Context: an optimization exercise on an open-source flow, tuned for small area. The choices shown serve that exercise and are no tape-out recipe.
In this exercise RTL edits were held to simulation tests only and were not proved equivalent to the original.

Setup of build 96:
Design FinalProject, start of the top module:
module FinalProject(answer, submit, clk, rst, redOut, greenOut, LCD_ON, LCD_RW, LCD_EN, LCD_RS, LCD_DATA);
For scale: roughly 820 cells after synthesis, about 28 I/O pins.
export LEC_CHECK = 0
export CAP_MARGIN = 20
export CORE_MARGIN = 2
export CORE_UTILIZATION = 40
export SLEW_MARGIN = 20
create_clock -name core_clock -period 10.0 [get_ports {clk}]
standard.sh (not shown) runs the stock make flow with config.mk's settings and CLKGATE_MAP_FILE= SYNTH_SCRIPT=/design/flow/synth_recipe.tcl, a recipe that flattens the netlist after the stock synthesis.
==> flow/flow/run.sh <==
#!/bin/bash
# Own layout flow: the standard ORFS flow (standard.sh), with two
# changes: synthesis maps the logic with an area-oriented ABC script
# (flow/abc_area.script, in a copy of ORFS's scripts folder), and clock tree
# synthesis uses fewer, larger clusters and no dummy loads.
set -euo pipefail
W=$PWD
rm -rf "$W/scr"
cp -r "$FLOW_HOME/scripts" "$W/scr"
cp "$W/flow/abc_area.script" "$W/scr/abc_area.script"
CTS="$(cat "$W/flow/cts_args.txt")"
EXTRA=()
if [[ -f "$W/flow/buffer_ports_args.txt" ]]; then EXTRA+=("BUFFER_PORTS_ARGS=$(cat "$W/flow/buffer_ports_args.txt")"); fi
bash "$W/standard.sh" SCRIPTS_DIR="$W/scr" ABC_AREA=1 "CTS_ARGS=$CTS" "${EXTRA[@]}" finish > "$W/orfs_make.log" 2>&1
==> flow/flow/abc_area.script <==
strash
&get -n
&deepsyn -T 30
&dch
&nf -R 1000
&put
topo
==> flow/flow/cts_args.txt <==
-sink_clustering_enable -repair_clock_nets -dont_use_dummy_load -buf_list sky130_fd_sc_hd__clkbuf_8 -sink_clustering_size 20 -sink_clustering_max_diameter 60
Input-level comparison between build 52 and build 96:
==> flow/flow/buffer_ports_args.txt (new file) <==
-buffer_cell sky130_fd_sc_hd__buf_1
==> flow/flow/cts_args.txt <==
-sink_clustering_enable -repair_clock_nets -dont_use_dummy_load -buf_list {sky130_fd_sc_hd__clkbuf_4 sky130_fd_sc_hd__clkbuf_8} -sink_clustering_size 12 -sink_clustering_max_diameter 50
--- outcome ---
The higher final cell count of build 52 and build 96 is in build 52. Build 52 reports its category of the critical setup timing path as flop to flop while build 96 reports flop to output pin. Delta (build 52 minus build 96): final worst setup slack higher; growth of design area from synthesis to finish fell 0.59 points; design area lost 0.53%; shortest clock period the worst path allows after layout down 0.055 ns; worst endpoint required time picked up an extra 2.39 ns.

FinalProject, a different RTL version from the one above (not shown whole).
Size in the first run: ~800 cells after synthesis, ~28 I/O pins, roughly 8500 µm² of cells after synthesis.
Design FinalProject, start of the top module:
module FinalProject(answer, submit, clk, rst, redOut, greenOut, LCD_ON, LCD_RW, LCD_EN, LCD_RS, LCD_DATA);
output LCD_ON;	 
output LCD_RW;	 
output LCD_EN;	 
output LCD_RS;	 
output [7:0] LCD_DATA;	 
input [10:0] answer;
input submit, clk, rst;
output redOut, greenOut;
localparam	Start   = 3'd0,
		pulseS  = 3'd1,
		Q       = 3'd2,
		check   = 3'd3,
		wrong   = 3'd4,
		correct = 3'd5,
		pulseW  = 3'd6,
		pulseC  = 3'd7;
localparam	K_Q       = 2'b00,
		K_WRONG   = 2'b01,
		K_CORRECT = 2'b10,
		K_START   = 2'b11;
reg [2:0] S;
reg [4:0] q;
reg Pulse;
reg Match;	 
reg [1:0] Kind;
assign greenOut = Kind[1] & ~Kind[0];
assign redOut = Kind[0] & ~Kind[1];
wire [10:0] SWO;
debounce_DE2_SW deb(clk, rst, answer, SWO);
reg [10:0] Key;
always @(*)
begin
	case (q)
	5'd0:  Key = 11'b00000000001;
	5'd1:  Key = 11'b00000000010;
	5'd2:  Key = 11'b00000000100;
	5'd3:  Key = 11'b00000001000;
	5'd4:  Key = 11'b00000010000;
	5'd5:  Key = 11'b00000100000;
	5'd6:  Key = 11'b00001000000;
	5'd7:  Key = 11'b00010000000;
	5'd8:  Key = 11'b00100000000;
	5'd9:  Key = 11'b01000000000;
	5'd10: Key = 11'b10000000000;
	5'd11: Key = 11'b10000000010;
	5'd12: Key = 11'b10000000100;
	5'd13: Key = 11'b10000001000;
	5'd14: Key = 11'b10000010000;
	5'd15: Key = 11'b10000100000;
	5'd16: Key = 11'b00000000101;
	5'd17: Key = 11'b00000001001;
	5'd18: Key = 11'b00000010001;
  ...
clock: 10.0 ns
lec_check: 0
cap_margin: 20
core_margin: 2
core_utilization: 65
slew_margin: 20
==> flow/flow/buffer_ports_args.txt <==
-buffer_cell sky130_fd_sc_hd__buf_1
==> flow/flow/cts_args.txt <==
-sink_clustering_enable -repair_clock_nets -dont_use_dummy_load -buf_list sky130_fd_sc_hd__clkbuf_16 -sink_clustering_size 32 -sink_clustering_max_diameter 60
Scripts as last shown in full above: flow/flow/run.sh, flow/flow/abc_area.script
Next try:
==> flow/flow/cts_args.txt (replaced) <==
-sink_clustering_enable -repair_clock_nets -dont_use_dummy_load -buf_list sky130_fd_sc_hd__clkbuf_8 -sink_clustering_size 20 -sink_clustering_max_diameter 50
What happened: Clock skew came out higher by 0.0087 ns; register-to-register slack gains 0.02 ns; hold slack stays flat.

separate check: timing with driven ports:
The flow's constraints put no driver on any port. The routed layouts listed below were extracted and timed again, unchanged, in two steps.
Step 1 assumes that a clkbuf_16 drives the clock port and a buf_2 every other input.
Step 2 moves the port delays by t, midway between the first and last clock arrival at a register: inputs arrive t later, outputs are due t later. That takes back most of the time a late clock gives input paths.
Three values: ideal, step 1, step 2; two values: the first two.
run	shift t [ns]	slack for setup (ns)	hold WS [ns]	worst setup path at the end	slew at the worst register clock pin (ns)
build 96	0.533	5.844 / 5.807 / 6.026	0.301 / 0.301 / 0.301	register to register	0.11 / 0.11
build 52	0.554	5.900 / 5.900 / 5.900	0.259 / 0.259 / 0.259	register to register	0.09 / 0.09
the first run of note 2	0.464	6.065 / 6.065 / 5.922	0.319 / 0.319 / 0.319	input, reset recovery	0.07 / 0.07
the second run of note 2	0.489	6.080 / 6.080 / 5.959	0.320 / 0.320 / 0.320	input, reset recovery	0.09 / 0.09
After both steps every run listed still meets setup and hold. For the first run of note 2, which loses most, drivers alone change the setup slack by 0.000 ns; drivers and shift together by -0.143 ns. The worst setup slack also covers recovery checks on asynchronous resets.
